This design comes from an exercise in tuning for small area, a short achievable clock period and few clock cycles per item on the open sky130 flow, not from production work. RTL that was checked went through simulation tests only; none was proved equivalent to the original.

==> wip/umber: inputs <==
// booth_multiplier
module booth_multiplier #(
    parameter int N = 64
)(
    input  logic                    clk,
    input  logic                    rst,
    input  logic                    start,
    input  logic signed [N-1:0]     multiplicand,
    input  logic signed [N-1:0]     multiplier,
    output logic signed [(2*N)-1:0] product,
    output logic                    done
);
    logic [63:0]   M;           
    logic [63:0]   Q;           
    logic [65:0]   S, C;        
    logic [7:0]    SL, CL;      
    logic [3:0]    one, two, ng;    
    logic [3:0]    oneb, twob, ngb;    
    logic [2:0]    cnt;
    logic          busy, fin;
    logic [8:0]    lsum;
    logic          cout;
    assign lsum = {1'b0, SL} + {1'b0, CL};
    assign cout = lsum[8];
    function automatic logic [2:0] recode(input logic [2:0] b);
        recode[2] = b[1] ^ b[0];
        recode[1] = (b[2] & ~b[1] & ~b[0]) | (~b[2] & b[1] & b[0]);
        recode[0] = b[2];
    endfunction
    logic [8:0] nb;       
    logic [3:0] one_n, two_n, ng_n;
    always_comb begin
        if (start) nb = {multiplier[7:0], 1'b0};
        else       nb = Q[15:7];
        for (int j = 0; j < 4; j++)
            {one_n[j], two_n[j], ng_n[j]} = recode(nb[2*j +: 3]);
    end
    logic [65:0] pp0;
    logic [65:0] pp1;
    logic [65:0] pp2;
    logic [65:0] pp3;
    always_comb begin
        pp0[0] = ng[0] ^ (one[0] & M[0]);
        for (int i = 1; i < 33; i++) pp0[i] = ng[0] ^ ((one[0] & M[i]) | (two[0] & M[i-1]));
        for (int i = 33; i < 64; i++) pp0[i] = ngb[0] ^ ((oneb[0] & M[i]) | (twob[0] & M[i-1]));
        pp0[64] = ngb[0] ^ ((oneb[0] | twob[0]) & M[63]);
        pp0[65] = ~pp0[64];
        pp1[0] = ng[1] ^ (one[1] & M[0]);
        for (int i = 1; i < 33; i++) pp1[i] = ng[1] ^ ((one[1] & M[i]) | (two[1] & M[i-1]));
        for (int i = 33; i < 64; i++) pp1[i] = ngb[1] ^ ((oneb[1] & M[i]) | (twob[1] & M[i-1]));
  ...
clock: 6.0 ns
lec_check: 0
cap_margin: 20
core_margin: 2
core_utilization: 60
cts_buf_list: sky130_fd_sc_hd__clkbuf_4
setup_slack_margin: 3.0
slew_margin: 20
synth_hierarchical: 1
synth_minimum_keep_size: 0
buffer_ports_args: -buffer_cell sky130_fd_sc_hd__buf_1
standard.sh (not shown) runs the stock make flow with config.mk's settings and CLKGATE_MAP_FILE= SYNTH_SCRIPT=/design/flow/synth_recipe.tcl, a recipe that flattens the netlist after the stock synthesis.
==> flow/flow/run.sh <==
#!/bin/bash
# Own layout flow: the standard flow, with the port buffers made from
# sky130_fd_sc_hd__buf_1 cells instead of the default cell.
set -e
cp standard.sh standard_sh.txt
echo "export BUFFER_PORTS_ARGS = -buffer_cell sky130_fd_sc_hd__buf_1" >> config.mk
bash standard.sh > standard.log 2>&1
==> wip/xenon: changes against wip/umber <==
--- a/flow/design.v
+++ b/flow/design.v
@@ -13,10 +13,11 @@
     logic [63:0]   Q;           
     logic [65:0]   S, C;        
     logic [7:0]    SL, CL;      
     logic [3:0]    one, two, ng;    
     logic [3:0]    oneb, twob, ngb;    
+    logic          first;       
     logic [2:0]    cnt;
     logic          busy, fin;
     logic [8:0]    lsum;
     logic          cout;
     assign lsum = {1'b0, SL} + {1'b0, CL};
@@ -59,11 +60,11 @@
         for (int i = 33; i < 64; i++) pp3[i] = ngb[3] ^ ((oneb[3] & M[i]) | (twob[3] & M[i-1]));
         pp3[64] = ngb[3] ^ ((oneb[3] | twob[3]) & M[63]);
         pp3[65] = ~pp3[64];
     end
     logic [65:0] Sg;    
-    assign Sg = S;
+    assign Sg = first ? '0 : S;
     logic hs0, hc0, fs1, fc1, fs2, fc2, hs3, hc3;
     logic fs4, fc4, fs5, fc5, fs6, fc6, fs7, fc7;
     logic fs8, fc8, fs9, fc9, fs10, fc10, fs11, fc11;
     logic fs12, fc12, fs13, fc13, fs14, fc14, fs15, fc15;
     logic fs16, fc16, fs17, fc17, fs18, fc18, fs19, fc19;
@@ -564,11 +565,11 @@
             S   <= S_t;
             C   <= C_t;
             SL  <= SL_t;
             CL  <= CL_t;
         end else begin
-            S   <= start ? '0 : {2'd0, cpa[71:8]};
+            S   <= {2'd0, cpa[71:8]};
             C   <= start ? C_INIT : '0;
             SL  <= '0;
             CL  <= '0;
         end
         if (start || busy) begin
@@ -583,11 +584,13 @@
     always_ff @(posedge clk or posedge rst) begin
         if (rst) begin
             busy  <= 1'b0;
             fin   <= 1'b0;
             done  <= 1'b0;
+            first <= 1'b0;
         end else begin
+            first <= start;
             if (start) begin
                 busy <= 1'b1;
                 fin  <= 1'b0;
                 done <= 1'b0;
             end else begin
==> flow/flow/run.sh (replaced) <==
#!/bin/bash
# Own layout flow: the standard flow, with the port buffers made from
# sky130_fd_sc_hd__buf_2 cells instead of the default cell.
set -e
cp standard.sh standard_sh.txt
echo "export BUFFER_PORTS_ARGS = -buffer_cell sky130_fd_sc_hd__buf_2" >> config.mk
bash standard.sh > standard.log 2>&1
==> flow/config.mk (replaced) <==
export PLATFORM = sky130hd
export DESIGN_NAME = booth_multiplier
export DESIGN_NICKNAME = booth_multiplier
export VERILOG_FILES = /design/flow/design.v
export SDC_FILE = /design/flow/constraint.sdc
export NUM_CORES = 4
export LEC_CHECK = 0
export CAP_MARGIN = 20
export CORE_MARGIN = 2
export CORE_UTILIZATION = 40
export SETUP_SLACK_MARGIN = 3.0
export SLEW_MARGIN = 20
export SYNTH_HIERARCHICAL = 1
export SYNTH_MINIMUM_KEEP_SIZE = 0
export BUFFER_PORTS_ARGS = -buffer_cell sky130_fd_sc_hd__buf_2
==> wip/quartz: changes against wip/umber <==
--- a/flow/design.v
+++ b/flow/design.v
@@ -13,10 +13,11 @@
     logic [63:0]   Q;           
     logic [65:0]   S, C;        
     logic [7:0]    SL, CL;      
     logic [3:0]    one, two, ng;    
     logic [3:0]    oneb, twob, ngb;    
+    logic          first;       
     logic [2:0]    cnt;
     logic          busy, fin;
     logic [8:0]    lsum;
     logic          cout;
     assign lsum = {1'b0, SL} + {1'b0, CL};
@@ -24,18 +25,23 @@
     function automatic logic [2:0] recode(input logic [2:0] b);
         recode[2] = b[1] ^ b[0];
         recode[1] = (b[2] & ~b[1] & ~b[0]) | (~b[2] & b[1] & b[0]);
         recode[0] = b[2];
     endfunction
-    logic [8:0] nb;       
-    logic [3:0] one_n, two_n, ng_n;
+    logic [8:0] nbi, nbq;
+    logic [3:0] one_i, two_i, ng_i, one_q, two_q, ng_q, one_n, two_n, ng_n;
+    assign nbi = {multiplier[7:0], 1'b0};
+    assign nbq = Q[15:7];
     always_comb begin
-        if (start) nb = {multiplier[7:0], 1'b0};
-        else       nb = Q[15:7];
-        for (int j = 0; j < 4; j++)
-            {one_n[j], two_n[j], ng_n[j]} = recode(nb[2*j +: 3]);
+        for (int j = 0; j < 4; j++) begin
+            {one_i[j], two_i[j], ng_i[j]} = recode(nbi[2*j +: 3]);
+            {one_q[j], two_q[j], ng_q[j]} = recode(nbq[2*j +: 3]);
+        end
     end
+    assign one_n = start ? one_i : one_q;
+    assign two_n = start ? two_i : two_q;
+    assign ng_n  = start ? ng_i  : ng_q;
     logic [65:0] pp0;
     logic [65:0] pp1;
     logic [65:0] pp2;
     logic [65:0] pp3;
     always_comb begin
@@ -59,11 +65,11 @@
         for (int i = 33; i < 64; i++) pp3[i] = ngb[3] ^ ((oneb[3] & M[i]) | (twob[3] & M[i-1]));
         pp3[64] = ngb[3] ^ ((oneb[3] | twob[3]) & M[63]);
         pp3[65] = ~pp3[64];
     end
     logic [65:0] Sg;    
-    assign Sg = S;
+    assign Sg = first ? '0 : S;
     logic hs0, hc0, fs1, fc1, fs2, fc2, hs3, hc3;
     logic fs4, fc4, fs5, fc5, fs6, fc6, fs7, fc7;
     logic fs8, fc8, fs9, fc9, fs10, fc10, fs11, fc11;
     logic fs12, fc12, fs13, fc13, fs14, fc14, fs15, fc15;
     logic fs16, fc16, fs17, fc17, fs18, fc18, fs19, fc19;
@@ -564,11 +570,11 @@
             S   <= S_t;
             C   <= C_t;
             SL  <= SL_t;
             CL  <= CL_t;
         end else begin
-            S   <= start ? '0 : {2'd0, cpa[71:8]};
+            S   <= {2'd0, cpa[71:8]};
             C   <= start ? C_INIT : '0;
             SL  <= '0;
             CL  <= '0;
         end
         if (start || busy) begin
@@ -583,11 +589,13 @@
     always_ff @(posedge clk or posedge rst) begin
         if (rst) begin
             busy  <= 1'b0;
             fin   <= 1'b0;
             done  <= 1'b0;
+            first <= 1'b0;
         end else begin
+            first <= start;
             if (start) begin
                 busy <= 1'b1;
                 fin  <= 1'b0;
                 done <= 1'b0;
             end else begin
==> flow/flow/run.sh (replaced) <==
#!/bin/bash
# Own layout flow: the standard flow, with the port buffers made from
# sky130_fd_sc_hd__buf_2 cells instead of the default cell.
set -e
cp standard.sh standard_sh.txt
echo "export BUFFER_PORTS_ARGS = -buffer_cell sky130_fd_sc_hd__buf_2" >> config.mk
bash standard.sh > standard.log 2>&1
==> flow/config.mk (replaced) <==
export PLATFORM = sky130hd
export DESIGN_NAME = booth_multiplier
export DESIGN_NICKNAME = booth_multiplier
export VERILOG_FILES = /design/flow/design.v
export SDC_FILE = /design/flow/constraint.sdc
export NUM_CORES = 4
export LEC_CHECK = 0
export CAP_MARGIN = 20
export CORE_MARGIN = 2
export CORE_UTILIZATION = 60
export SETUP_SLACK_MARGIN = 2.7
export SLEW_MARGIN = 20
export SYNTH_HIERARCHICAL = 1
export SYNTH_MINIMUM_KEEP_SIZE = 0
export BUFFER_PORTS_ARGS = -buffer_cell sky130_fd_sc_hd__buf_2
==> results.txt <==
| quantity | wip/umber | wip/xenon | wip/quartz |
|---|---|---|---|
| Vias in the first global route | 19900 | 19600 | 20100 |
| Buffers excl. clock | 343 | 311 | 286 |
| Worst Hold Class | in2async | in2async | reg2reg |
| Critical path launch point | CL[0] | M[63] | S[8] |
| Inverters | 57 | 57 | 50 |
| Wire length of the first global-routing pass | 115000 um | 122000 um | 117000 um |
| Max stage delay cell, worst path | sky130_fd_sc_hd__or3_4 | sky130_fd_sc_hd__edfxtp_1 | sky130_fd_sc_hd__ha_1 |
| Cells after DPL | 2925 | 3301 | 3059 |
| Clock buf/inv share | 4.31% | 4.66% | 4.46% |
| Outcome | timing/DRC/antenna clean | timing/DRC/antenna clean | timing/DRC/antenna clean |
| Worst slack at placement | 2.41 ns | 2.49 ns | 2.65 ns |
| Layout non-clock buf frac | 6.91% | 6.31% | 5.51% |
| H-Tree Level Count | 3 | 2 | 2 |
Testbench counts of wip/xenon, summed over its fixed seeds: cycles 2,880, items 288.
Function not checked in wip/umber and wip/quartz: the RTL went through the layout flow alone.

## re-timing with driven ports
Ports are ideal in the flow. The routed layouts listed here were re-timed in OpenROAD. Step 1 (the two cells are an assumption about what drives the block):
set clk [get_ports {clk}]
set_driving_cell -lib_cell sky130_fd_sc_hd__clkbuf_16 $clk
set_driving_cell -lib_cell sky130_fd_sc_hd__buf_2 [delete_from_list [all_inputs] $clk]
Step 2 adds t to the input delays and takes it off the output delays; t is the mean of the earliest and latest rising clock arrival at the registers after step 1. Input paths then give back, and output paths get back, about the clock's delay inside the block. a / b / c = ideal / step 1 / step 2; a / b = the first two.
| run | shift t [ns] | setup slack, ns | clock arrival spread, ns | slew at the worst register clock pin (ns) | cell pins on the clock port's net |
|---|---|---|---|---|---|
| wip/umber | 0.872 | 2.443 / 2.443 / 2.435 | 0.036 / 0.036 | 0.08 / 0.08 | 1 |
| wip/xenon | 0.635 | 3.014 / 3.014 / 2.539 | 0.031 / 0.031 | 0.06 / 0.06 | 1 |
| wip/quartz | 0.611 | 2.815 / 2.815 / 2.739 | 0.013 / 0.013 | 0.06 / 0.06 | 1 |
After both steps setup and hold are still met in every run listed. The setup slack of wip/xenon, which loses most, moves by 0.000 ns with the drivers and by -0.475 ns with both steps.
